Background: an optimization exercise with open tools, aiming at small area. Do not read the settings as production practice. Only simulation tests tie the RTL to the original design; equivalence was not proved. Power figures rest on the tool's default switching activity, not on a simulated workload.

==> flow/design.v <==
module spi_clk_gen #
(parameter integer C_DIVIDER_WIDTH = 8)
(
    input  sysclk,
    input  rst_n,
    input  enable,
    input  go,
    input  CPOL,
    input  [C_DIVIDER_WIDTH-1:0] divider_i,
    output reg clk_out,
    output reg pos_edge,
    output reg neg_edge
);
reg [C_DIVIDER_WIDTH-1:0] cnt;
wire cnt_zero = (cnt == {C_DIVIDER_WIDTH{1'b0}});
wire cnt_one  = (cnt == {{C_DIVIDER_WIDTH-1{1'b0}}, 1'b1});
wire div_zero = ~(|divider_i);
always @(posedge sysclk)
begin
    if (rst_n == 1'b0)
        cnt <= {C_DIVIDER_WIDTH{1'b1}};
    else if (!enable || cnt_zero)
        cnt <= divider_i;
    else
        cnt <= cnt - 1'b1;
end
always @(posedge sysclk)
begin
    if (rst_n == 1'b0)
        clk_out <= CPOL;
    else if (enable)
        clk_out <= clk_out ^ cnt_zero;
    else
        clk_out <= CPOL;
end
always @(posedge sysclk)
begin
    if (rst_n == 1'b0) begin
        pos_edge <= 1'b0;
        neg_edge <= 1'b0;
    end
    else begin
        pos_edge <= (enable && !clk_out && cnt_one) || (div_zero && clk_out) || (div_zero && go && !enable);
        neg_edge <= (enable && clk_out && cnt_one) || (div_zero && !clk_out && enable);
    end
end
endmodule
module spi_intface # (parameter NCS = 4)
(
    input  wire S_SYSCLK,   
    input  wire S_RESETN,   
    input  wire [7:0] S_AWADDR,
    input  wire [31: 0] S_WDATA,
    input  wire [3 : 0] S_WSTRB,
    input  wire S_REG_WEN,
    input  wire [7 : 0]  S_ARADDR,
    output wire [31 : 0] S_RDATA,
    input  wire S_REG_RDEN,
    output wire S_INTERRUPT,
    output wire S_SPI_SCK,
    input  wire S_SPI_MISO,
    input  wire S_SPI_MOSI_I,
    output wire S_SPI_MOSI_O,
    output wire S_SPI_MOSI_OE,
    output wire [NCS-1:0] S_SPI_SEL
);
 localparam REG_WIDTH           = 32;
localparam NBITS_PER_WORD      = 32;
localparam NBITS_PER_BYTE      = 8;
localparam NBYTES_PER_WORD   = (NBITS_PER_WORD / NBITS_PER_BYTE);
localparam NBITS_CHAR_LEN_MAX  = 16;
localparam C_ADDR_WIDTH = 8;
localparam C_DATA_WIDTH = 32;
localparam ADDR_SPMODE       = 8'h00;
localparam ADDR_SPIE         = 8'h04;
localparam ADDR_SPIM         = 8'h08;
localparam ADDR_SPCOM        = 8'h0c;
localparam ADDR_SPITF        = 8'h10;
localparam ADDR_SPIRF        = 8'h14;
localparam ADDR_REV0         = 8'h18;
localparam ADDR_REV1         = 8'h1c;
localparam ADDR_CSMODE0      = 8'h20;
localparam ADDR_CSMODE1      = 8'h24;
localparam ADDR_CSMODE2      = 8'h28;
localparam ADDR_CSMODE3      = 8'h2c;
localparam SPMODE_EN         = 31;
localparam SPMODE_LOOP       = 30;
localparam SPMODE_TXTHR_HI   = 13;
localparam SPMODE_TXTHR_LO   = 8;
localparam SPMODE_RXTHR_HI   = 4;
localparam SPMODE_RXTHR_LO   = 0;
localparam SPIE_RXCNT_HI     = 29;
localparam SPIE_RXCNT_LO     = 24;
localparam SPIE_TXCNT_HI     = 21;
localparam SPIE_TXCNT_LO     = 16;
localparam SPIE_TXE          = 15;
localparam SPIE_DON          = 14;
localparam SPIE_RXT          = 13;
localparam SPIE_RXF          = 12;
localparam SPIE_TXT          = 11;
localparam SPIE_RNE          = 9;
localparam SPIE_TNF          = 8;
localparam SPIM_TXE          = SPIE_TXE;
localparam SPIM_DON          = SPIE_DON;
localparam SPIM_RXT          = SPIE_RXT;
localparam SPIM_RXF          = SPIE_RXF;
localparam SPIM_TXT          = SPIE_TXT;
localparam SPIM_RNE          = SPIE_RNE;
localparam SPIM_TNF          = SPIE_TNF;
localparam SPCOM_CS_HI       = 31;
localparam SPCOM_CS_LO       = 30;
localparam SPCOM_TO          = 27;  
localparam SPCOM_RSKIP_HI    = 23;  
localparam SPCOM_RSKIP_LO    = 16;
localparam SPCOM_TRANLEN_HI  = 15;
localparam SPCOM_TRANLEN_LO  = 0;
localparam CSMODE_CPOL      = 31;  
localparam CSMODE_CPHA      = 30;  
localparam CSMODE_REV       = 29;
localparam CSMODE_DIV16     = 28;
localparam CSMODE_PM_HI     = 27;
localparam CSMODE_PM_LO     = 24;
localparam CSMODE_3WIRE     = 23;
localparam CSMODE_POL       = 20;  
localparam CSMODE_LEN_HI    = 19;
localparam CSMODE_LEN_LO    = 16;
localparam CSMODE_CSBEF_HI  = 15;
localparam CSMODE_CSBEF_LO  = 12;
localparam CSMODE_CSAFT_HI  = 11;
localparam CSMODE_CSAFT_LO  = 8;
localparam CSMODE_CSCG_HI   = 7;
localparam CSMODE_CSCG_LO   = 3;
localparam NBITS_TXTHR      = SPMODE_TXTHR_HI - SPMODE_TXTHR_LO + 1;
localparam NBITS_RXTHR      = SPMODE_RXTHR_HI - SPMODE_RXTHR_LO + 1;
localparam NBITS_RXCNT      = SPIE_RXCNT_HI - SPIE_RXCNT_LO + 1;
localparam NBITS_TXCNT      = SPIE_TXCNT_HI - SPIE_TXCNT_LO + 1;
localparam NBITS_CS         = SPCOM_CS_HI - SPCOM_CS_LO + 1;
localparam NBITS_RSKIP      = SPCOM_RSKIP_HI - SPCOM_RSKIP_LO + 1;
localparam NBITS_TRANLEN    = SPCOM_TRANLEN_HI - SPCOM_TRANLEN_LO + 1;
localparam NBITS_PM         = CSMODE_PM_HI - CSMODE_PM_LO + 1;
localparam NBITS_CHARLEN    = CSMODE_LEN_HI - CSMODE_LEN_LO + 1;
localparam NBITS_CSBEF      = CSMODE_CSBEF_HI - CSMODE_CSBEF_LO + 1;
localparam NBITS_CSAFT      = CSMODE_CSAFT_HI - CSMODE_CSAFT_LO + 1;
localparam NBITS_CSCG       = CSMODE_CSCG_HI - CSMODE_CSCG_LO + 1;
localparam SPMODE_DEF       = (16 << SPMODE_TXTHR_LO)|(15 << SPMODE_RXTHR_LO);
localparam SPIE_DEF         = 32 << SPIE_TXCNT_LO|(1<<SPIE_TNF)|(1<<SPIE_TXE);
localparam SPIM_DEF         = 32'h0000_0000;
localparam SPCOM_DEF        = 32'h0000_0000;
localparam SPITF_DEF        = 32'h0000_0000;
localparam SPIRF_DEF        = 32'h0000_0000;
localparam CSMODE_DEF       = 1 << CSMODE_POL;
localparam NBYTES_TXFIFO     = 1 << (NBITS_TXCNT - 1);
localparam NBYTES_RXFIFO     = 1 << (NBITS_RXCNT - 1);
localparam NWORD_TXFIFO      = NBYTES_TXFIFO / NBYTES_PER_WORD;
localparam NWORD_RXFIFO      = NBYTES_TXFIFO / NBYTES_PER_WORD;
localparam FRAME_SM_IDLE      = 3'd0;
localparam FRAME_SM_BEF_WAIT  = 3'd1;
localparam FRAME_SM_DATA_WAIT = 3'd2;
localparam FRAME_SM_IN_TRANS  = 3'd3;
localparam FRAME_SM_AFT_WAIT  = 3'd4;
localparam FRAME_SM_CG_WAIT   = 3'd5;
wire rstn = S_RESETN;
reg [31:0] SPMODE;
reg [31:0] SPIM;
reg [31:0] SPCOM;
reg [31:0] SPIRF;
reg [31:0] CSXMODE [0:3];
reg [31:0] SPI_TXFIFO [0:7];
reg [31:0] SPI_RXFIFO [0:7];
reg        ie_txe, ie_don, ie_rxt, ie_rxf, ie_txt, ie_rne, ie_tnf;
reg [5:0]  ie_rxcnt, ie_txcnt;
wire [31:0] SPIE = {2'b00, ie_rxcnt, 2'b00, ie_txcnt, ie_txe, ie_don, ie_rxt,
                    ie_rxf, ie_txt, 1'b0, ie_rne, ie_tnf, 8'h00};
reg        csmodex_updated;
reg [31:0] csmodex;
reg [1:0]  cs_idx;
reg        spcom_updated;
reg        spirf_updated;
reg [2:0]  spitf_idx;
reg [15:0] num_spitf_upd;
reg [3:0]  spi_sel;
reg [3:0]  cnt_csbef;
reg [3:0]  cnt_csaft;
reg [4:0]  cnt_cscg;
reg        t_spi_mosi;
reg        chr_go;
reg        chr_done;
reg [3:0]  char_bit_cnt;
reg [15:0] char_trx_idx;
reg        frame_go;
reg        frame_done;
reg        frame_next_start;
reg [2:0]  frame_state;
reg [15:0] data_rx;
reg        mosi_r;
reg [15:0] char_rx_idx;
reg [4:0]  spirf_char_idx;
reg [2:0]  spirf_rd_idx;
reg [15:0] nbytes_read_from_spirf;
wire        EN     = SPMODE[SPMODE_EN];
wire        LOOP   = SPMODE[SPMODE_LOOP];
wire [5:0]  TXTHR  = SPMODE[SPMODE_TXTHR_HI:SPMODE_TXTHR_LO];
wire [4:0]  RXTHR  = SPMODE[SPMODE_RXTHR_HI:SPMODE_RXTHR_LO];
wire [1:0]  SPCOM_CS = SPCOM[SPCOM_CS_HI:SPCOM_CS_LO];
wire        TO     = SPCOM[SPCOM_TO];
wire [7:0]  RSKIP  = SPCOM[SPCOM_RSKIP_HI:SPCOM_RSKIP_LO];
wire [15:0] TRANLEN = SPCOM[SPCOM_TRANLEN_HI:SPCOM_TRANLEN_LO];
wire [31:0] CSMODE = CSXMODE[SPCOM_CS];
wire        CPOL   = CSMODE[CSMODE_CPOL];
wire        CPHA   = CSMODE[CSMODE_CPHA];
wire        REV    = CSMODE[CSMODE_REV];
wire        DIV16  = CSMODE[CSMODE_DIV16];
wire [3:0]  PM     = CSMODE[CSMODE_PM_HI:CSMODE_PM_LO];
wire        W3     = CSMODE[CSMODE_3WIRE];
wire        POL    = CSMODE[CSMODE_POL];
wire [3:0]  LEN    = CSMODE[CSMODE_LEN_HI:CSMODE_LEN_LO];
wire [3:0]  CSBEF  = CSMODE[CSMODE_CSBEF_HI:CSMODE_CSBEF_LO];
wire [3:0]  CSAFT  = CSMODE[CSMODE_CSAFT_HI:CSMODE_CSAFT_LO];
wire [4:0]  CSCG   = CSMODE[CSMODE_CSCG_HI:CSMODE_CSCG_LO];
wire        WIDE   = LEN[3];           
wire st_idle  = (frame_state == FRAME_SM_IDLE);
wire st_trans = (frame_state == FRAME_SM_IN_TRANS);
wire st_cg    = (frame_state == FRAME_SM_CG_WAIT);
wire spi_brg_go = ~st_idle & ~frame_go;
wire [15:0] num_spitf_trx = WIDE ? {1'b0, char_trx_idx[15:1]} : {2'b00, char_trx_idx[15:2]};
wire        TXE = (num_spitf_trx == num_spitf_upd);
wire [15:0] num_bytes_to_mosi = WIDE ? {char_trx_idx[14:0], 1'b0} : char_trx_idx;
wire [15:0] nbytes_need_tx = {num_spitf_upd[13:0], 2'b00} - num_bytes_to_mosi;
wire [15:0] TXCNT = (|num_spitf_upd) ? 16'd32 - nbytes_need_tx : 16'd32;
wire        TNF = (TXCNT > 16'd3);
wire        TXT = (TXCNT < {10'd0, TXTHR});
wire [15:0] nbytes_rx_from_miso = WIDE ? {char_rx_idx[15:1], 1'b0} : char_rx_idx;
wire [15:0] nvalid = nbytes_rx_from_miso - nbytes_read_from_spirf;
wire        RNE = |nvalid;
wire        RXF = |nvalid[15:5];
wire        RXT = RXF | (nvalid[4:0] > RXTHR);
wire [5:0]  RXCNT = RXF ? 6'd32 : {1'b0, nvalid[4:0]};
wire brg_clk, brg_pos_edge, brg_neg_edge;
wire o_spi_mosi = st_trans & mosi_r;
wire i_spi_mosi = t_spi_mosi ? S_SPI_MOSI_I : o_spi_mosi;
wire i_spi_miso = W3 ? i_spi_mosi : S_SPI_MISO;
wire din = LOOP ? o_spi_mosi : i_spi_miso;
assign S_SPI_SCK     = st_trans ? brg_clk : CPOL;
assign S_SPI_SEL     = spi_sel;
assign S_SPI_MOSI_O  = o_spi_mosi;
assign S_SPI_MOSI_OE = ~t_spi_mosi;
assign S_INTERRUPT   = |(SPIM & SPIE);
wire first_edge  = CPOL ? brg_neg_edge : brg_pos_edge;
wire second_edge = CPOL ? brg_pos_edge : brg_neg_edge;
wire char_end = REV ? (char_bit_cnt == 4'd0) : (char_bit_cnt == LEN);
wire [3:0] cbc_step = REV ? char_bit_cnt - 4'd1 : char_bit_cnt + 4'd1;
wire [3:0] cbc_init = CPHA ? (REV ? LEN + 4'd1 : 4'hf) : (REV ? LEN : 4'h0);
wire wr_ok   = S_REG_WEN & (&S_WSTRB);
wire [5:0] wa = S_AWADDR[7:2];
wire wr_spmode = wr_ok & (wa == 6'd0);
wire wr_spie   = wr_ok & (wa == 6'd1);
wire wr_spim   = wr_ok & (wa == 6'd2);
wire wr_spcom  = wr_ok & (wa == 6'd3) & (st_idle | st_cg);
wire wr_spitf  = wr_ok & (wa == 6'd4) & EN & TNF;
wire wr_csm    = wr_ok & (wa[5:2] == 4'd2);
wire [31:0] wd0 = S_WDATA & {32{rstn}};
wire [31:0] wd1 = S_WDATA | {32{~rstn}};
always @(posedge S_SYSCLK) begin
    if (~rstn | wr_spmode)
        SPMODE <= {wd0[31:13], wd1[12], wd0[11:4], wd1[3:0]};
    if (~rstn | wr_spim)
        SPIM <= wd0;
    if (~rstn | wr_spcom)
        SPCOM <= wd0;
    csmodex <= {wd0[31:21], wd1[20], wd0[19:0]};
    cs_idx  <= S_AWADDR[3:2] & {2{rstn}};
end
integer i, j, k, m;
reg [31:0] tf_last;
always @(posedge S_SYSCLK)
    if (~rstn | wr_spitf)
        tf_last <= wd0;
always @(posedge S_SYSCLK) begin
    for (i = 0; i < 8; i = i + 1)
        if (~rstn | (wr_spitf & (spitf_idx == i)))
            SPI_TXFIFO[i] <= wd0;
end
always @(posedge S_SYSCLK) begin
    if (!rstn) begin
        csmodex_updated <= 0;
        spcom_updated <= 0;
        spirf_updated <= 0;
        spitf_idx <= 0;
        num_spitf_upd <= 0;
    end
    else begin
        csmodex_updated <= wr_csm;
        spcom_updated <= wr_spcom & EN;
        spirf_updated <= S_REG_RDEN & (S_ARADDR == ADDR_SPIRF);
        if (!EN || frame_done) begin
            spitf_idx <= 0;
            num_spitf_upd <= 0;
        end
        if (wr_spitf) begin
            spitf_idx <= spitf_idx + 1'b1;
            num_spitf_upd <= num_spitf_upd + 1'b1;
        end
    end
end
always @(posedge S_SYSCLK) begin
    if (!rstn) begin
        ie_txe <= 1'b1; ie_tnf <= 1'b1; ie_txt <= 1'b0; ie_rne <= 1'b0;
        ie_rxf <= 1'b0; ie_rxt <= 1'b0; ie_don <= 1'b0;
        ie_rxcnt <= 6'd0; ie_txcnt <= 6'd32;
    end
    else begin
        ie_txe   <= TXE & ~(wr_spie & S_WDATA[SPIE_TXE]);
        ie_tnf   <= TNF & ~(wr_spie & S_WDATA[SPIE_TNF]);
        ie_txt   <= TXT & ~(wr_spie & S_WDATA[SPIE_TXT]);
        ie_rne   <= RNE & ~(wr_spie & S_WDATA[SPIE_RNE]);
        ie_rxf   <= RXF & ~(wr_spie & S_WDATA[SPIE_RXF]);
        ie_rxt   <= RXT & ~(wr_spie & S_WDATA[SPIE_RXT]);
        ie_don   <= (ie_don | frame_done) & ~(wr_spie & S_WDATA[SPIE_DON]);
        ie_rxcnt <= RXCNT & ~({6{wr_spie}} & S_WDATA[SPIE_RXCNT_HI:SPIE_RXCNT_LO]);
        ie_txcnt <= TXCNT[5:0] & ~({6{wr_spie}} & S_WDATA[SPIE_TXCNT_HI:SPIE_TXCNT_LO]);
    end
end
wire [31:0] cm0 = csmodex & {32{rstn}};
wire [31:0] cm1 = csmodex | {32{~rstn}};
always @(posedge S_SYSCLK) begin
    for (j = 0; j < 4; j = j + 1)
        if (~rstn | (csmodex_updated & (cs_idx == j)))
            CSXMODE[j] <= {cm0[31:21], cm1[20], cm0[19:0]};
end
reg [3:0] cbc_nx;
always @(*) begin
    cbc_nx = char_bit_cnt;
    if (chr_go || spcom_updated)
        cbc_nx = cbc_init;
    if (second_edge && st_trans && !CPHA)
        cbc_nx = cbc_step;
    if (first_edge && st_trans && CPHA)
        cbc_nx = cbc_step;
    if (!rstn)
        cbc_nx = 4'd0;
end
always @(posedge S_SYSCLK)
    char_bit_cnt <= cbc_nx;
always @(posedge S_SYSCLK)
begin
    if (!rstn) begin
        data_rx <= 0;
        spi_sel <= 4'hf;
        cnt_csbef <= 0;
        cnt_csaft <= 0;
        cnt_cscg  <= 0;
        t_spi_mosi <= 0;
        chr_go       <= 0;
        chr_done     <= 0;
        char_trx_idx <= 0;
        frame_go   <= 0;
        frame_done <= 0;
        frame_next_start <= 0;
        frame_state <= FRAME_SM_IDLE;
    end
    else begin
        if (csmodex_updated)
            spi_sel[cs_idx] <= csmodex[CSMODE_POL];
        if (frame_go) begin
            frame_go <= 0;
            t_spi_mosi <= 1'b0;
            char_trx_idx <= 0;
            spi_sel[SPCOM_CS] <= ~POL;
        end
        if (frame_done) begin
            frame_done <= 0;
            char_trx_idx <= 0;
        end
        if (chr_done) begin
            chr_done <= 0;
            if (!TO && W3 && (|RSKIP) && (char_trx_idx == {8'd0, RSKIP}))
                t_spi_mosi <= 1'b1;
            if (st_trans && TXE)
                frame_state <= FRAME_SM_DATA_WAIT;
        end
        if (chr_go) begin
            chr_go <= 0;
            data_rx <= 0;
        end
        if (spcom_updated) begin
            char_trx_idx <= 0;
            if (st_idle) begin
                frame_go <= 1;
                frame_state <= FRAME_SM_BEF_WAIT;
                cnt_cscg <= CSCG;
            end
            else begin
                frame_next_start <= 1;
            end
            cnt_csbef <= CSBEF;
            cnt_csaft <= CSAFT;
        end
        if (second_edge) begin
            if (st_trans) begin
                if (CPHA)
                    data_rx[char_bit_cnt] <= din;
                if (char_end) begin
                    chr_done <= 1;
                    if (char_trx_idx == TRANLEN) begin
                        char_trx_idx <= 0;
                        frame_state <= FRAME_SM_AFT_WAIT;
                    end
                    else begin
                        char_trx_idx <= char_trx_idx + 1'b1;
                        chr_go <= 1;
                    end
                end
            end
            case (frame_state)
                FRAME_SM_BEF_WAIT:
                    if (|cnt_csbef)
                        cnt_csbef <= cnt_csbef - 1'b1;
                    else if (TXE)
                        frame_state <= FRAME_SM_DATA_WAIT;
                    else begin
                        chr_go <= 1;
                        frame_state <= FRAME_SM_IN_TRANS;
                    end
                FRAME_SM_DATA_WAIT:
                    if (!TXE) begin
                        frame_state <= FRAME_SM_IN_TRANS;
                        chr_go <= 1;
                    end
                FRAME_SM_AFT_WAIT:
                    if (|cnt_csaft)
                        cnt_csaft <= cnt_csaft - 1'b1;
                    else begin
                        frame_done <= 1;
                        frame_state <= FRAME_SM_CG_WAIT;
                        spi_sel[SPCOM_CS] <= POL;
                    end
                FRAME_SM_CG_WAIT:
                    if (|cnt_cscg)
                        cnt_cscg <= cnt_cscg - 1'b1;
                    else begin
                        if (frame_next_start) begin
                            frame_state <= FRAME_SM_BEF_WAIT;
                            frame_next_start <= 0;
                            frame_go <= 1;
                            cnt_cscg <= CSCG;
                        end
                        else
                            frame_state <= FRAME_SM_IDLE;
                    end
                default: ;
            endcase
        end
        if (first_edge && st_trans && !CPHA)
            data_rx[char_bit_cnt] <= din;
    end
end
wire [2:0] tx_word = WIDE ? char_trx_idx[3:1] : char_trx_idx[4:2];
wire [4:0] tx_bit  = WIDE ? {char_trx_idx[0], cbc_nx[3:0]} : {char_trx_idx[1:0], cbc_nx[2:0]};
wire [31:0] tx_w = SPI_TXFIFO[tx_word];
always @(posedge S_SYSCLK)
    mosi_r <= rstn & ~(~WIDE & cbc_nx[3]) & tx_w[tx_bit];
wire rx_ev = second_edge & ~TO & st_trans & char_end;
wire [3:0] llen = (LEN == 4'd13 && !spirf_char_idx[0]) ? 4'd12 : LEN;
reg  [15:0] rx_char;
always @(*) begin
    if (CPHA) begin
        if (REV)
            rx_char = {data_rx[15:1], din};
        else begin
            for (k = 0; k < 16; k = k + 1)
                rx_char[k] = (k < llen) ? data_rx[k] : ((k == llen) ? din : 1'b0);
        end
    end
    else
        rx_char = data_rx;
    if (!WIDE && CPHA)
        rx_char[15:8] = 8'h00;
end
wire [31:0] rf0 = SPIRF & {32{rstn & EN}};
always @(posedge S_SYSCLK) begin
    for (m = 0; m < 8; m = m + 1)
        if (~(rstn & EN) | (chr_done & ~TO & ((WIDE ? spirf_char_idx[3:1] : spirf_char_idx[4:2]) == m)))
            SPI_RXFIFO[m] <= rf0;
end
always @(posedge S_SYSCLK)
begin
    if (!rstn || !EN) begin
        SPIRF <= 0;
        char_rx_idx <= 0;
        spirf_char_idx <= 0;
        spirf_rd_idx <= 0;
        nbytes_read_from_spirf <= 0;
    end
    else begin
        if (spcom_updated) begin
            char_rx_idx <= 0;
            spirf_rd_idx <= 0;
            spirf_char_idx <= 0;
            nbytes_read_from_spirf <= 0;
        end
        if (spirf_updated && !TO && RNE) begin
            if (nvalid < 16'd4) begin
                spirf_rd_idx <= 0;
                spirf_char_idx <= 0;
                nbytes_read_from_spirf <= nbytes_rx_from_miso;
            end
            else begin
                spirf_rd_idx <= spirf_rd_idx + 1'b1;
                nbytes_read_from_spirf <= nbytes_read_from_spirf + 16'd4;
            end
        end
        if (chr_done && !TO) begin
            if (|char_rx_idx)
                spirf_char_idx <= spirf_char_idx + 1'b1;
            else
                spirf_char_idx <= 0;
        end
        if (rx_ev) begin
            if (~(|RSKIP))
                char_rx_idx <= char_rx_idx + 1'b1;
            else if (char_trx_idx >= {8'd0, RSKIP})
                char_rx_idx <= char_trx_idx + 1'b1 - {8'd0, RSKIP};
            else if (|char_rx_idx)
                char_rx_idx <= char_rx_idx + 1'b1;
            if (WIDE) begin
                if (spirf_char_idx[0])
                    SPIRF[31:16] <= rx_char;
                else
                    SPIRF <= {16'h0000, rx_char};
            end
            else begin
                case (spirf_char_idx[1:0])
                    2'd0: SPIRF        <= {16'h0000, rx_char};
                    2'd1: SPIRF[15:8]  <= rx_char[7:0];
                    2'd2: SPIRF[23:16] <= rx_char[7:0];
                    2'd3: SPIRF[31:24] <= rx_char[7:0];
                endcase
            end
        end
    end
end
spi_clk_gen #(.C_DIVIDER_WIDTH(8)) spi_brg (
    .sysclk(S_SYSCLK),
    .rst_n(rstn),
    .enable(spi_brg_go & EN),
    .go(spi_brg_go),
    .CPOL(CPOL),
    .divider_i(DIV16 ? {PM, 4'hf} : {4'h0, PM}),
    .clk_out(brg_clk),
    .pos_edge(brg_pos_edge),
    .neg_edge(brg_neg_edge)
);
reg [31:0] rdata;
always @(*) begin
    case (S_ARADDR)
        ADDR_SPMODE : rdata = SPMODE;
        ADDR_SPIE   : rdata = SPIE;
        ADDR_SPCOM  : rdata = SPCOM;
        ADDR_SPIM   : rdata = SPIM;
        ADDR_CSMODE0: rdata = CSXMODE[0];
        ADDR_CSMODE1: rdata = CSXMODE[1];
        ADDR_CSMODE2: rdata = CSXMODE[2];
        ADDR_CSMODE3: rdata = CSXMODE[3];
        ADDR_SPITF  : rdata = (|spitf_idx) ? tf_last : 32'd0;
        ADDR_SPIRF  : rdata = RNE ? SPI_RXFIFO[spirf_rd_idx] : 32'd0;
        default     : rdata = 32'd0;
    endcase
end
assign S_RDATA = rdata;
endmodule
localparam REG_WIDTH           = 32;
localparam NBITS_PER_WORD      = 32;
localparam NBITS_PER_BYTE      = 8;
localparam NBYTES_PER_WORD   = (NBITS_PER_WORD / NBITS_PER_BYTE);
localparam NBITS_CHAR_LEN_MAX  = 16;
localparam C_ADDR_WIDTH = 8;
localparam C_DATA_WIDTH = 32;
localparam ADDR_SPMODE       = 8'h00;
localparam ADDR_SPIE         = 8'h04;
localparam ADDR_SPIM         = 8'h08;
localparam ADDR_SPCOM        = 8'h0c;
localparam ADDR_SPITF        = 8'h10;
localparam ADDR_SPIRF        = 8'h14;
localparam ADDR_REV0         = 8'h18;
localparam ADDR_REV1         = 8'h1c;
localparam ADDR_CSMODE0      = 8'h20;
localparam ADDR_CSMODE1      = 8'h24;
localparam ADDR_CSMODE2      = 8'h28;
localparam ADDR_CSMODE3      = 8'h2c;
localparam SPMODE_EN         = 31;
localparam SPMODE_LOOP       = 30;
localparam SPMODE_TXTHR_HI   = 13;
localparam SPMODE_TXTHR_LO   = 8;
localparam SPMODE_RXTHR_HI   = 4;
localparam SPMODE_RXTHR_LO   = 0;
localparam SPIE_RXCNT_HI     = 29;
localparam SPIE_RXCNT_LO     = 24;
localparam SPIE_TXCNT_HI     = 21;
localparam SPIE_TXCNT_LO     = 16;
localparam SPIE_TXE          = 15;
localparam SPIE_DON          = 14;
localparam SPIE_RXT          = 13;
localparam SPIE_RXF          = 12;
localparam SPIE_TXT          = 11;
localparam SPIE_RNE          = 9;
localparam SPIE_TNF          = 8;
localparam SPIM_TXE          = SPIE_TXE;
localparam SPIM_DON          = SPIE_DON;
localparam SPIM_RXT          = SPIE_RXT;
localparam SPIM_RXF          = SPIE_RXF;
localparam SPIM_TXT          = SPIE_TXT;
localparam SPIM_RNE          = SPIE_RNE;
localparam SPIM_TNF          = SPIE_TNF;
localparam SPCOM_CS_HI       = 31;
localparam SPCOM_CS_LO       = 30;
localparam SPCOM_TO          = 27;  
localparam SPCOM_RSKIP_HI    = 23;  
localparam SPCOM_RSKIP_LO    = 16;
localparam SPCOM_TRANLEN_HI  = 15;
localparam SPCOM_TRANLEN_LO  = 0;
localparam CSMODE_CPOL      = 31;  
localparam CSMODE_CPHA      = 30;  
localparam CSMODE_REV       = 29;
localparam CSMODE_DIV16     = 28;
localparam CSMODE_PM_HI     = 27;
localparam CSMODE_PM_LO     = 24;
localparam CSMODE_3WIRE     = 23;
localparam CSMODE_POL       = 20;  
localparam CSMODE_LEN_HI    = 19;
localparam CSMODE_LEN_LO    = 16;
localparam CSMODE_CSBEF_HI  = 15;
localparam CSMODE_CSBEF_LO  = 12;
localparam CSMODE_CSAFT_HI  = 11;
localparam CSMODE_CSAFT_LO  = 8;
localparam CSMODE_CSCG_HI   = 7;
localparam CSMODE_CSCG_LO   = 3;
localparam NBITS_TXTHR      = SPMODE_TXTHR_HI - SPMODE_TXTHR_LO + 1;
localparam NBITS_RXTHR      = SPMODE_RXTHR_HI - SPMODE_RXTHR_LO + 1;
localparam NBITS_RXCNT      = SPIE_RXCNT_HI - SPIE_RXCNT_LO + 1;
localparam NBITS_TXCNT      = SPIE_TXCNT_HI - SPIE_TXCNT_LO + 1;
localparam NBITS_CS         = SPCOM_CS_HI - SPCOM_CS_LO + 1;
localparam NBITS_RSKIP      = SPCOM_RSKIP_HI - SPCOM_RSKIP_LO + 1;
localparam NBITS_TRANLEN    = SPCOM_TRANLEN_HI - SPCOM_TRANLEN_LO + 1;
localparam NBITS_PM         = CSMODE_PM_HI - CSMODE_PM_LO + 1;
localparam NBITS_CHARLEN    = CSMODE_LEN_HI - CSMODE_LEN_LO + 1;
localparam NBITS_CSBEF      = CSMODE_CSBEF_HI - CSMODE_CSBEF_LO + 1;
localparam NBITS_CSAFT      = CSMODE_CSAFT_HI - CSMODE_CSAFT_LO + 1;
localparam NBITS_CSCG       = CSMODE_CSCG_HI - CSMODE_CSCG_LO + 1;
localparam SPMODE_DEF       = (16 << SPMODE_TXTHR_LO)|(15 << SPMODE_RXTHR_LO);
localparam SPIE_DEF         = 32 << SPIE_TXCNT_LO|(1<<SPIE_TNF)|(1<<SPIE_TXE);
localparam SPIM_DEF         = 32'h0000_0000;
localparam SPCOM_DEF        = 32'h0000_0000;
localparam SPITF_DEF        = 32'h0000_0000;
localparam SPIRF_DEF        = 32'h0000_0000;
localparam CSMODE_DEF       = 1 << CSMODE_POL;
localparam NBYTES_TXFIFO     = 1 << (NBITS_TXCNT - 1);
localparam NBYTES_RXFIFO     = 1 << (NBITS_RXCNT - 1);
localparam NWORD_TXFIFO      = NBYTES_TXFIFO / NBYTES_PER_WORD;
localparam NWORD_RXFIFO      = NBYTES_TXFIFO / NBYTES_PER_WORD;
function integer clogb2 (input integer bit_depth);
begin
    for(clogb2=0; bit_depth > 0; clogb2=clogb2+1)
        bit_depth = bit_depth >> 1;
end
endfunction
==> flow/flow/run.sh <==
#!/bin/bash
# Layout flow: the standard synthesis, then the combinational logic between
# the registers is re-mapped by ABC for area (registers are kept untouched, with
# their names and cell types), then the rest of the standard layout with
# clock-tree synthesis without dummy loads and larger sink clusters, single-drive
# port buffers.
set -euo pipefail
LIB=$FLOW_HOME/platforms/sky130hd/lib/sky130_fd_sc_hd__tt_025C_1v80.lib
R=orfs/results/sky130hd/spi_intface/base
export CTS_ARGS="-sink_clustering_enable -repair_clock_nets -dont_use_dummy_load -buf_list sky130_fd_sc_hd__clkbuf_16 -sink_clustering_size 30 -sink_clustering_max_diameter 100"
export BUFFER_PORTS_ARGS="-buffer_cell sky130_fd_sc_hd__buf_1"

# 1. standard synthesis
bash standard.sh synth > standard_synth.log 2>&1

# 2. re-map the combinational logic
python3 flow/mkmap.py $LIB cellmap.v > mkmap.log 2>&1
cp $R/1_2_yosys.v synth_standard.v
DU=""
for c in sky130_fd_sc_hd__lpflow_bleeder_1 sky130_fd_sc_hd__lpflow_clkbufkapwr_1 sky130_fd_sc_hd__lpflow_clkbufkapwr_16 \
         sky130_fd_sc_hd__lpflow_clkbufkapwr_2 sky130_fd_sc_hd__lpflow_clkbufkapwr_4 sky130_fd_sc_hd__lpflow_clkbufkapwr_8 \
         sky130_fd_sc_hd__lpflow_clkinvkapwr_1 sky130_fd_sc_hd__lpflow_clkinvkapwr_16 sky130_fd_sc_hd__lpflow_clkinvkapwr_2 \
         sky130_fd_sc_hd__lpflow_clkinvkapwr_4 sky130_fd_sc_hd__lpflow_clkinvkapwr_8 sky130_fd_sc_hd__lpflow_decapkapwr_12 \
         sky130_fd_sc_hd__lpflow_decapkapwr_3 sky130_fd_sc_hd__lpflow_decapkapwr_4 sky130_fd_sc_hd__lpflow_decapkapwr_6 \
         sky130_fd_sc_hd__lpflow_decapkapwr_8 sky130_fd_sc_hd__lpflow_inputiso0n_1 sky130_fd_sc_hd__lpflow_inputiso0p_1 \
         sky130_fd_sc_hd__lpflow_inputiso1n_1 sky130_fd_sc_hd__lpflow_inputiso1p_1 sky130_fd_sc_hd__lpflow_inputisolatch_1 \
         sky130_fd_sc_hd__lpflow_isobufsrc_1 sky130_fd_sc_hd__lpflow_isobufsrc_16 sky130_fd_sc_hd__lpflow_isobufsrc_2 \
         sky130_fd_sc_hd__lpflow_isobufsrc_4 sky130_fd_sc_hd__lpflow_isobufsrc_8 sky130_fd_sc_hd__lpflow_isobufsrckapwr_16 \
         sky130_fd_sc_hd__lpflow_lsbuf_lh_hl_isowell_tap_1 sky130_fd_sc_hd__lpflow_lsbuf_lh_hl_isowell_tap_2 sky130_fd_sc_hd__probe_p_8 \
         sky130_fd_sc_hd__probec_p_8; do
  DU="$DU -dont_use $c"
done
yosys -l resynth.log -p "
  read_liberty -lib $LIB
  read_verilog cellmap.v
  read_verilog synth_standard.v
  hierarchy -top spi_intface
  flatten
  proc
  techmap
  opt -fast
  opt_clean
  rename -hide w:*.*
  abc -liberty $LIB $DU -script flow/resynth.abc
  opt_clean -purge
  hilomap -singleton -hicell sky130_fd_sc_hd__conb_1 HI -locell sky130_fd_sc_hd__conb_1 LO
  splitnets
  opt_clean -purge
  insbuf -buf sky130_fd_sc_hd__buf_4 A X
  stat -liberty $LIB
  write_verilog -noattr -noexpr -nohex -nodec synth_resynth.v
" > resynth.stdout 2>&1
cp synth_resynth.v $R/1_2_yosys.v
rm -f $R/1_synth.odb $R/1_synth.sdc

# 3. the rest of the standard layout
bash standard.sh > standard.log 2>&1
==> flow/flow/mkmap.py <==
# Writes a Verilog model (assign statements) of every combinational cell of a
# liberty file, so that yosys can flatten a mapped netlist back into logic.
import re, sys
lib = open(sys.argv[1]).read()
out = []
for c in re.split(r'\n\s*cell\s*\(', lib)[1:]:
    name = c.split(')')[0].strip('"')
    if re.search(r'\b(ff|latch|statetable)\s*\(', c):
        continue
    pins = re.findall(r'\n\s*pin\s*\(\s*"?(\w+)"?\s*\)\s*\{(.*?)\n\s{8}\}', c, re.S)
    ins, outs, ok = [], [], True
    for pn, body in pins:
        d = re.search(r'direction\s*:\s*"?(\w+)"?', body)
        if not d:
            continue
        if d.group(1) == 'input':
            ins.append(pn)
        elif d.group(1) == 'output':
            f = re.search(r'function\s*:\s*"([^"]*)"', body)
            if not f:
                ok = False
                break
            outs.append((pn, f.group(1).replace('!', '~')))
    if not ok or not outs or not ins:
        continue
    out.append("module %s(%s);\n%s\n%s\n%s\nendmodule\n" % (
        name, ", ".join(ins + [o for o, _ in outs]),
        "\n".join("  input %s;" % i for i in ins),
        "\n".join("  output %s;" % o for o, _ in outs),
        "\n".join("  assign %s = %s;" % (o, f) for o, f in outs)))
open(sys.argv[2], 'w').write("\n".join(out))
print("%d cells" % len(out))
==> flow/flow/resynth.abc <==
strash
&get -n
&deepsyn -T 360
&put
dch -f
amap -F 4 -A 8
topo
==> flow/standard.sh <==
#!/bin/bash
# synth_recipe.tcl (not shown) runs the flow's synth.tcl, then flattens the netlist and writes it again
# the make line also repeats each setting of config.mk as NAME=value (left out here)
make -C /OpenROAD-flow-scripts/flow DESIGN_CONFIG=/design/flow/config.mk WORK_HOME=/design/flow/orfs CLKGATE_MAP_FILE= SYNTH_SCRIPT=/design/flow/synth_recipe.tcl "${@:-finish}"
==> flow/config.mk <==
export PLATFORM = sky130hd
export DESIGN_NAME = spi_intface
export DESIGN_NICKNAME = spi_intface
export VERILOG_FILES = /design/flow/design.v
export SDC_FILE = /design/flow/constraint.sdc
export NUM_CORES = 4
export LEC_CHECK = 0
export CAP_MARGIN = 20
export CORE_MARGIN = 2
export CORE_UTILIZATION = 40
export SLEW_MARGIN = 20
==> flow/constraint.sdc <==
create_clock -name core_clock -period 12.0 [get_ports {S_SYSCLK}]
set_input_delay 2.4000 -clock core_clock [delete_from_list [all_inputs] [get_ports {S_SYSCLK}]]
set_output_delay 2.4000 -clock core_clock [all_outputs]
set_load 0.01 [all_outputs]
==> run summary <==
status=no timing/DRC/antenna violations; initial antenna violation count=6; gr ovfl total=0; Synth Cell Area=39,000 um^2; Final Hold Fails=0; drc violations=0; Final Util=0.445; Setup crit start=SPCOM[30]; relative slew slack=0.213; layout cells sized above 1=0.0577; post_cts resized=0; syn avg cell area=12.9 um^2; largest net degree at the start of global routing=46; DP Cell Count=4,476; Hold-fix buffers, CTS=0; Die X=316 um; routed len/inst=27.9 um; synthesis-to-finish area growth=10.2%; FF-to-FF End=num_spitf_upd[13]; drt via density=6.24; Worst setup SP type=register; Slew Limit Fails=0; Inserted Clock Buffers=40; dpl ws=3.42 ns; commonest cells after routing, fill and taps aside=edfxtp_1 (768), nor2_1 (283), clkinv_1 (282), dfxtp_1 (221), nand2_1 (194); RR Startpoint=SPCOM[30]; antenna viol nets, final=0; slowest CP cell=a21oi_1; GP Congestion=0.950; uppermost layer routed=met4; starting density of the core=0.404; CTS tree=built; FP Rows=114; worst reg2reg path depth=22; initial drt markers=4,295; P per Cell Area=139 nW/um^2; wl on met1=51.1 mm; met2 WL=56.2 mm; Worst-path clk slew=0.11 ns; YS warnings=5; DRT Wirelength=126 mm; Net count, final=3,303; root buffer cell=clkbuf_16; Hold Crit Class=reg -> reg; Setup CP Type=reg -> out; Setup Skew=0.0666 ns; crit path DAT=6.87 ns; clk buf depth=3; Levels on crit path=26; Core ar.=96,700 um^2; Chip Height=316 um; Final min period=9.27 ns; RSZ-0062 raised after global routing=false; maximum vdd drop=0.0897 mV; Final period util=0.772; max incr delay on CP=0.92 ns; # IOs=98; cell mode on critical path=nor2_1; DP Wirelength=82.3 mm; reg-to-reg slack, setup=4.85 ns; slew of the pin with the lowest slew margin=1.18 ns; Post-CTS Setup Inserts=0; max-cap violations=0; Critical Path Sink Type=primary output; GRT Overall Usage=0.246; non-filler cells, final=4,519; commonest non-fill, non-tap cell in the layout=edfxtp_1; Post-Syn Instances=3,020; CP required=9.60 ns; crit path capture=S_RDATA[18]; crit-path max FO=21; Setup TNS=0 ns; final setup vio count=0; Syn Nets=3,078; drt pass-1 iters=7; Fill cells=8,888; f_max=108 MHz; Lkg Pwr=14.0 nW; PnR worst setup slack=2.73 ns; H-tree depth=2; Port Buffers=95; first-pass GRT wire length=180 mm; clk latency of the worst-skew pair=0.63 ns; Antenna diodes=0; area of the die=100,000 um^2; family with the most delay on the worst path=compound AO/OA/AOI/OAI gates; DR vias=28,200; vias in the first global route=26,200; worst path bufs/invs=4; WL met3=13.3 mm; clock sinks=989
## flip-flops by register name (all words and copies together), names as in the netlist, 4 cells and up
register / count
SPI_RXFIFO: 256
SPI_TXFIFO: 256
CSXMODE: 128
SPCOM: 32
SPIM: 32
SPIRF: 32
SPMODE: 32
csmodex: 32
tf_last: 32
char_rx_idx: 16
char_trx_idx: 16
data_rx: 16
nbytes_read_from_spirf: 16
num_spitf_upd: 16
spi_brg.cnt: 8
ie_rxcnt: 6
ie_txcnt: 6
cnt_cscg: 5
spirf_char_idx: 5
char_bit_cnt: 4
cnt_csaft: 4
cnt_csbef: 4
spi_sel: 4
## layer usage
layer  up-vias  track usage
met5         -            0
met1     13900        0.346
met4         0       0.0973
met2      1553        0.382
met3       200       0.0394
li1      12500            -
## power by group
group	switching [mW]	total, mW	internal, mW	leakage [nW]
registers	0.0829	3.98	3.89	9.57
logic	0.296	0.391	0.0956	3.92
clock network	1.00	1.61	0.605	0.493
## worst min path at each step
| stage | cells past startpoint | startpoint | slack, ns | end |
|---|---|---|---|---|
| 3_5_place_dp | 2 | num_spitf_upd[15] | 0.46 | num_spitf_upd[15] |
| 4_1_cts | 2 | num_spitf_upd[15] | 0.47 | num_spitf_upd[15] |
| 6_report | 2 | num_spitf_upd[15] | 0.46 | num_spitf_upd[15] |
| 3_3_place_gp | 2 | num_spitf_upd[15] | 0.45 | num_spitf_upd[15] |
| 5_1_grt | 2 | spi_brg.cnt[7] | 0.50 | spi_brg.cnt[7] |
| 2_1_floorplan | 2 | num_spitf_upd[15] | 0.43 | num_spitf_upd[15] |
## final cells by class
class                      count  area, um^2  area share
sequential                   989       27500       0.639
tap                         1276        1600      0.0371
inverter                     283        1060      0.0248
timing repair buffer         183        1020      0.0237
multi-input combinational   1748       10800       0.252
clock buffer                  40        1000      0.0233
## per-stage QoR
step | hold WS, ns | power [mW] | instance area (um^2)
final | 0.464 | 5.97 | 43000
after global routing | 0.500 | 6.13 | 43000
after CTS | 0.470 | 5.99 | 43000
after detailed placement | 0.456 | 4.44 | 42000
after global placement | 0.448 | 4.43 | 42000
after floorplan | 0.433 | 4.23 | 39000
## worst reg2reg max path: cells and delay by family (launching register included)
kind	cells	cell delay, ns
AOI/OAI and AO/OA	7	1.59
buffers and inverters	8	2.47
and+or+nand+nor	7	2.52
DFF	1	0.48

[re-timing with driven ports]
The results above use ideal ports. As a check the final layout listed here was re-extracted and re-timed, cells and wires unchanged. Step 1 assumes that a clkbuf_16 drives the clock port and a buf_2 every other input. Step 2 adds t to the input delays and takes it off the output delays; t is the mean of the earliest and latest rising clock arrival at the registers after step 1. Input paths then give back, and output paths get back, about the clock's delay inside the block. a / b / c = ideal / step 1 / step 2; a / b = the first two.
t, ns: 0.662
slack for setup (ns): 2.731 / 2.663 / 3.325
worst register clock-pin slew, ns: 0.12 / 0.12
worst data-port slew with drivers (ns): 0.05
pins driven straight from the clock port: 1
After both steps setup and hold are still met in this run. The setup slack of this run moves by -0.068 ns with the drivers and by +0.594 ns with both steps.
